From an optimization exercise on the open Yosys and OpenROAD flow, aimed at small area, a short achievable clock period and few clock cycles; shortcuts taken in it are not production practice.

==> inputs of run a <==
Design mult, start of the top module:
module mult #(parameter XLEN = 32, parameter NUM_STAGE = 4)
(
    input clock, reset,
    input start,
    input [1:0] sign,
    input [XLEN-1:0] mcand, mplier,
    output [(2*XLEN)-1:0] product,
    output logic done
);
export LEC_CHECK = 0
export ABC_AREA = 1
export CAP_MARGIN = 20
export CORE_MARGIN = 2
export CORE_UTILIZATION = 40
export CTS_CLUSTER_DIAMETER = 150
export CTS_CLUSTER_SIZE = 25
export PLACE_DENSITY = 0.6
export SLEW_MARGIN = 20
export SYNTH_HIERARCHICAL = 1
create_clock -name core_clock -period 10.0 [get_ports {clock}]
standard.sh (not shown) runs the stock make flow with config.mk's settings and CLKGATE_MAP_FILE= SYNTH_SCRIPT=/design/flow/synth_recipe.tcl, a recipe that flattens the netlist after the stock synthesis.
==> flow/flow/run.sh <==
#!/bin/bash
set -euo pipefail
bash standard.sh SETUP_SLACK_MARGIN=6.6 "BUFFER_PORTS_ARGS=-buffer_cell sky130_fd_sc_hd__buf_2" finish > flow_make.log 2>&1
==> run b (differences from run a) <==
--- a/flow/design.v
+++ b/flow/design.v
@@ -687,21 +687,21 @@
     wire s32_15, c32_15;
     mult_fa u15 (.a(pp9_14), .b(pp10_12), .c(pp11_10), .s(s32_15), .co(c32_15));
     wire hs32_8, hc32_8;
     mult_ha v8 (.a(pp12_8), .b(pp13_6), .s(hs32_8), .co(hc32_8));
     wire s33_16, c33_16;
-    mult_fa u16 (.a(1'b1), .b(pp0_33), .c(pp1_31), .s(s33_16), .co(c33_16));
+    mult_fa1 u16 (.b(pp0_33), .c(pp1_31), .s(s33_16), .co(c33_16));
     wire s33_17, c33_17;
     mult_fa u17 (.a(pp2_29), .b(pp3_27), .c(pp4_25), .s(s33_17), .co(c33_17));
     wire s33_18, c33_18;
     mult_fa u18 (.a(pp5_23), .b(pp6_21), .c(pp7_19), .s(s33_18), .co(c33_18));
     wire s33_19, c33_19;
     mult_fa u19 (.a(pp8_17), .b(pp9_15), .c(pp10_13), .s(s33_19), .co(c33_19));
     wire s33_20, c33_20;
     mult_fa u20 (.a(pp11_11), .b(pp12_9), .c(pp13_7), .s(s33_20), .co(c33_20));
     wire s34_21, c34_21;
-    mult_fa u21 (.a(1'b1), .b(pp1_32), .c(pp2_30), .s(s34_21), .co(c34_21));
+    mult_fa1 u21 (.b(pp1_32), .c(pp2_30), .s(s34_21), .co(c34_21));
     wire s34_22, c34_22;
     mult_fa u22 (.a(pp3_28), .b(pp4_26), .c(pp5_24), .s(s34_22), .co(c34_22));
     wire s34_23, c34_23;
     mult_fa u23 (.a(pp6_22), .b(pp7_20), .c(pp8_18), .s(s34_23), .co(c34_23));
     wire s34_24, c34_24;
@@ -715,11 +715,11 @@
     wire s35_27, c35_27;
     mult_fa u27 (.a(pp7_21), .b(pp8_19), .c(pp9_17), .s(s35_27), .co(c35_27));
     wire s35_28, c35_28;
     mult_fa u28 (.a(pp10_15), .b(pp11_13), .c(pp12_11), .s(s35_28), .co(c35_28));
     wire s36_29, c36_29;
-    mult_fa u29 (.a(1'b1), .b(pp2_32), .c(pp3_30), .s(s36_29), .co(c36_29));
+    mult_fa1 u29 (.b(pp2_32), .c(pp3_30), .s(s36_29), .co(c36_29));
     wire s36_30, c36_30;
     mult_fa u30 (.a(pp4_28), .b(pp5_26), .c(pp6_24), .s(s36_30), .co(c36_30));
     wire s36_31, c36_31;
     mult_fa u31 (.a(pp7_22), .b(pp8_20), .c(pp9_18), .s(s36_31), .co(c36_31));
     wire hs36_10, hc36_10;
@@ -729,27 +729,28 @@
     wire s37_33, c37_33;
     mult_fa u33 (.a(pp5_27), .b(pp6_25), .c(pp7_23), .s(s37_33), .co(c37_33));
     wire s37_34, c37_34;
     mult_fa u34 (.a(pp8_21), .b(pp9_19), .c(pp10_17), .s(s37_34), .co(c37_34));
     wire s38_35, c38_35;
-    mult_fa u35 (.a(1'b1), .b(pp3_32), .c(pp4_30), .s(s38_35), .co(c38_35));
+    mult_fa1 u35 (.b(pp3_32), .c(pp4_30), .s(s38_35), .co(c38_35));
     wire s38_36, c38_36;
     mult_fa u36 (.a(pp5_28), .b(pp6_26), .c(pp7_24), .s(s38_36), .co(c38_36));
     wire hs38_11, hc38_11;
     mult_ha v11 (.a(pp8_22), .b(pp9_20), .s(hs38_11), .co(hc38_11));
     wire s39_37, c39_37;
     mult_fa u37 (.a(pp3_33), .b(pp4_31), .c(pp5_29), .s(s39_37), .co(c39_37));
     wire s39_38, c39_38;
     mult_fa u38 (.a(pp6_27), .b(pp7_25), .c(pp8_23), .s(s39_38), .co(c39_38));
     wire s40_39, c40_39;
-    mult_fa u39 (.a(1'b1), .b(pp4_32), .c(pp5_30), .s(s40_39), .co(c40_39));
+    mult_fa1 u39 (.b(pp4_32), .c(pp5_30), .s(s40_39), .co(c40_39));
     wire hs40_12, hc40_12;
     mult_ha v12 (.a(pp6_28), .b(pp7_26), .s(hs40_12), .co(hc40_12));
     wire s41_40, c41_40;
     mult_fa u40 (.a(pp4_33), .b(pp5_31), .c(pp6_29), .s(s41_40), .co(c41_40));
     wire hs42_13, hc42_13;
-    mult_ha v13 (.a(1'b1), .b(pp5_32), .s(hs42_13), .co(hc42_13));
+    assign hs42_13 = ~pp5_32;
+    assign hc42_13 = pp5_32;
     wire hs16_14, hc16_14;
     mult_ha v14 (.a(pp0_16), .b(pp1_14), .s(hs16_14), .co(hc16_14));
     wire hs17_15, hc17_15;
     mult_ha v15 (.a(pp0_17), .b(pp1_15), .s(hs17_15), .co(hc17_15));
     wire s18_41, c18_41;
@@ -947,11 +948,11 @@
     wire s43_131, c43_131;
     mult_fa u131 (.a(pp11_21), .b(pp12_19), .c(pp13_17), .s(s43_131), .co(c43_131));
     wire s43_132, c43_132;
     mult_fa u132 (.a(pp14_15), .b(pp15_13), .c(pp16_11), .s(s43_132), .co(c43_132));
     wire s44_133, c44_133;
-    mult_fa u133 (.a(1'b1), .b(pp6_32), .c(pp7_30), .s(s44_133), .co(c44_133));
+    mult_fa1 u133 (.b(pp6_32), .c(pp7_30), .s(s44_133), .co(c44_133));
     wire s44_134, c44_134;
     mult_fa u134 (.a(pp8_28), .b(pp9_26), .c(pp10_24), .s(s44_134), .co(c44_134));
     wire s44_135, c44_135;
     mult_fa u135 (.a(pp11_22), .b(pp12_20), .c(pp13_18), .s(s44_135), .co(c44_135));
     wire hs44_22, hc44_22;
@@ -961,27 +962,28 @@
     wire s45_137, c45_137;
     mult_fa u137 (.a(pp9_27), .b(pp10_25), .c(pp11_23), .s(s45_137), .co(c45_137));
     wire s45_138, c45_138;
     mult_fa u138 (.a(pp12_21), .b(pp13_19), .c(pp14_17), .s(s45_138), .co(c45_138));
     wire s46_139, c46_139;
-    mult_fa u139 (.a(1'b1), .b(pp7_32), .c(pp8_30), .s(s46_139), .co(c46_139));
+    mult_fa1 u139 (.b(pp7_32), .c(pp8_30), .s(s46_139), .co(c46_139));
     wire s46_140, c46_140;
     mult_fa u140 (.a(pp9_28), .b(pp10_26), .c(pp11_24), .s(s46_140), .co(c46_140));
     wire hs46_23, hc46_23;
     mult_ha v23 (.a(pp12_22), .b(pp13_20), .s(hs46_23), .co(hc46_23));
     wire s47_141, c47_141;
     mult_fa u141 (.a(pp7_33), .b(pp8_31), .c(pp9_29), .s(s47_141), .co(c47_141));
     wire s47_142, c47_142;
     mult_fa u142 (.a(pp10_27), .b(pp11_25), .c(pp12_23), .s(s47_142), .co(c47_142));
     wire s48_143, c48_143;
-    mult_fa u143 (.a(1'b1), .b(pp8_32), .c(pp9_30), .s(s48_143), .co(c48_143));
+    mult_fa1 u143 (.b(pp8_32), .c(pp9_30), .s(s48_143), .co(c48_143));
     wire hs48_24, hc48_24;
     mult_ha v24 (.a(pp10_28), .b(pp11_26), .s(hs48_24), .co(hc48_24));
     wire s49_144, c49_144;
     mult_fa u144 (.a(pp8_33), .b(pp9_31), .c(pp10_29), .s(s49_144), .co(c49_144));
     wire hs50_25, hc50_25;
-    mult_ha v25 (.a(1'b1), .b(pp9_32), .s(hs50_25), .co(hc50_25));
+    assign hs50_25 = ~pp9_32;
+    assign hc50_25 = pp9_32;
     wire hs10_26, hc10_26;
     mult_ha v26 (.a(pp0_10), .b(pp1_8), .s(hs10_26), .co(hc10_26));
     wire hs11_27, hc11_27;
     mult_ha v27 (.a(pp0_11), .b(pp1_9), .s(hs11_27), .co(hc11_27));
     wire s12_145, c12_145;
@@ -1219,27 +1221,28 @@
     wire s51_257, c51_257;
     mult_fa u257 (.a(pp12_27), .b(pp13_25), .c(pp14_23), .s(s51_257), .co(c51_257));
     wire s51_258, c51_258;
     mult_fa u258 (.a(pp15_21), .b(pp16_19), .c(hc50_25), .s(s51_258), .co(c51_258));
     wire s52_259, c52_259;
-    mult_fa u259 (.a(1'b1), .b(pp10_32), .c(pp11_30), .s(s52_259), .co(c52_259));
+    mult_fa1 u259 (.b(pp10_32), .c(pp11_30), .s(s52_259), .co(c52_259));
     wire s52_260, c52_260;
     mult_fa u260 (.a(pp12_28), .b(pp13_26), .c(pp14_24), .s(s52_260), .co(c52_260));
     wire hs52_32, hc52_32;
     mult_ha v32 (.a(pp15_22), .b(pp16_20), .s(hs52_32), .co(hc52_32));
     wire s53_261, c53_261;
     mult_fa u261 (.a(pp10_33), .b(pp11_31), .c(pp12_29), .s(s53_261), .co(c53_261));
     wire s53_262, c53_262;
     mult_fa u262 (.a(pp13_27), .b(pp14_25), .c(pp15_23), .s(s53_262), .co(c53_262));
     wire s54_263, c54_263;
-    mult_fa u263 (.a(1'b1), .b(pp11_32), .c(pp12_30), .s(s54_263), .co(c54_263));
+    mult_fa1 u263 (.b(pp11_32), .c(pp12_30), .s(s54_263), .co(c54_263));
     wire hs54_33, hc54_33;
     mult_ha v33 (.a(pp13_28), .b(pp14_26), .s(hs54_33), .co(hc54_33));
     wire s55_264, c55_264;
     mult_fa u264 (.a(pp11_33), .b(pp12_31), .c(pp13_29), .s(s55_264), .co(c55_264));
     wire hs56_34, hc56_34;
-    mult_ha v34 (.a(1'b1), .b(pp12_32), .s(hs56_34), .co(hc56_34));
+    assign hs56_34 = ~pp12_32;
+    assign hc56_34 = pp12_32;
     wire hs6_35, hc6_35;
     mult_ha v35 (.a(pp0_6), .b(pp1_4), .s(hs6_35), .co(hc6_35));
     wire hs7_36, hc7_36;
     mult_ha v36 (.a(pp0_7), .b(pp1_5), .s(hs7_36), .co(hc7_36));
     wire s8_265, c8_265;
@@ -1441,19 +1444,20 @@
     wire s57_361, c57_361;
     mult_fa u361 (.a(pp12_33), .b(pp13_31), .c(pp14_29), .s(s57_361), .co(c57_361));
     wire s57_362, c57_362;
     mult_fa u362 (.a(pp15_27), .b(pp16_25), .c(hc56_34), .s(s57_362), .co(c57_362));
     wire s58_363, c58_363;
-    mult_fa u363 (.a(1'b1), .b(pp13_32), .c(pp14_30), .s(s58_363), .co(c58_363));
+    mult_fa1 u363 (.b(pp13_32), .c(pp14_30), .s(s58_363), .co(c58_363));
     wire hs58_39, hc58_39;
     mult_ha v39 (.a(pp15_28), .b(pp16_26), .s(hs58_39), .co(hc58_39));
     wire s59_364, c59_364;
     mult_fa u364 (.a(pp13_33), .b(pp14_31), .c(pp15_29), .s(s59_364), .co(c59_364));
     wire hs60_40, hc60_40;
-    mult_ha v40 (.a(1'b1), .b(pp14_32), .s(hs60_40), .co(hc60_40));
+    assign hs60_40 = ~pp14_32;
+    assign hc60_40 = pp14_32;
     wire s62_365, c62_365;
-    mult_fa u365 (.a(1'b1), .b(pp15_32), .c(pp16_30), .s(s62_365), .co(c62_365));
+    mult_fa1 u365 (.b(pp15_32), .c(pp16_30), .s(s62_365), .co(c62_365));
     wire s61_366, c61_366;
     mult_fa u366 (.a(pp14_33), .b(pp15_31), .c(pp16_29), .s(s61_366), .co(c61_366));
     wire s60_367, c60_367;
     mult_fa u367 (.a(pp15_30), .b(pp16_28), .c(hs60_40), .s(s60_367), .co(c60_367));
     wire s59_368, c59_368;
@@ -1975,9 +1979,13 @@
 endmodule
 module mult_fa (input a, b, c, output s, co);
     assign s = a ^ b ^ c;
     assign co = (a & b) | (a & c) | (b & c);
 endmodule
+module mult_fa1 (input b, c, output s, co);
+    assign s = ~(b ^ c);
+    assign co = b | c;
+endmodule
 module mult_ha (input a, b, output s, co);
     assign s = a ^ b;
     assign co = a & b;
 endmodule
- ABC_AREA: 1 -> 0
- CTS_CLUSTER_DIAMETER: 150 -> 100
- CTS_CLUSTER_SIZE: 25 -> 20
==> comparison table <==
item	run b	run a
Result of the run	timing/DRC/antenna clean	timing/DRC/antenna clean
Final clock-cell share	0.0207	0.0150
Max Used Layer	met4	met5
Cell row count	103	105
Clk pin slew, worst setup/hold paths	0.09 ns	0.11 ns
Die Footprint	0.0824 mm^2	0.0858 mm^2
CTS buffer count	25	19
Adder and majority gate portion of the synthesized area	0.338	0.329
Post-synthesis area per instance	10.6 um^2	9.05 um^2
Fraction of final layout cells with drive strength greater than 1	0.167	0.0999
Area overhead of the layout relative to synthesis	12.2%	7.45%
Unrepaired setup endpoints after global routing	true	false
Flop-to-flop setup slack	6.29 ns	6.61 ns
Post-synthesis share of cell area spent on and, or, nand and nor gates	0.0411	0.108
Wire length of the first global-routing pass	162000 um	175000 um
Worst setup path start	t4[140]$_DFF_P_	neg[5]$_DFF_P_
Initial antenna violation count	0	4
Detailed-route wire length on metal 1	42500 um	46900 um
No functional check of the RTL was part of any run of this note.

-- separate check: timing with driven ports --
Ports are ideal in the flow. The routed layouts listed here were re-timed in OpenROAD. Step 1 assumes that a clkbuf_16 drives the clock port and a buf_2 every other input. Step 2 moves the port delays by t, midway between the first and last clock arrival at a register: inputs arrive t later, outputs are due t later. That takes back most of the time a late clock gives input paths. Three values: ideal ports, drivers, drivers and shift; two values: the first two.
| run | shift t [ns] | slack for setup (ns) | worst setup path at the end | clock arrival spread, ns | cell pins on the clock port's net |
|---|---|---|---|---|---|
| run a | 0.635 | 6.608 / 6.608 / 6.608 | register to register | 0.036 / 0.036 | 1 |
| run b | 0.661 | 6.290 / 6.290 / 6.290 | register to register | 0.024 / 0.025 | 1 |
After both steps every run listed still meets setup and hold.
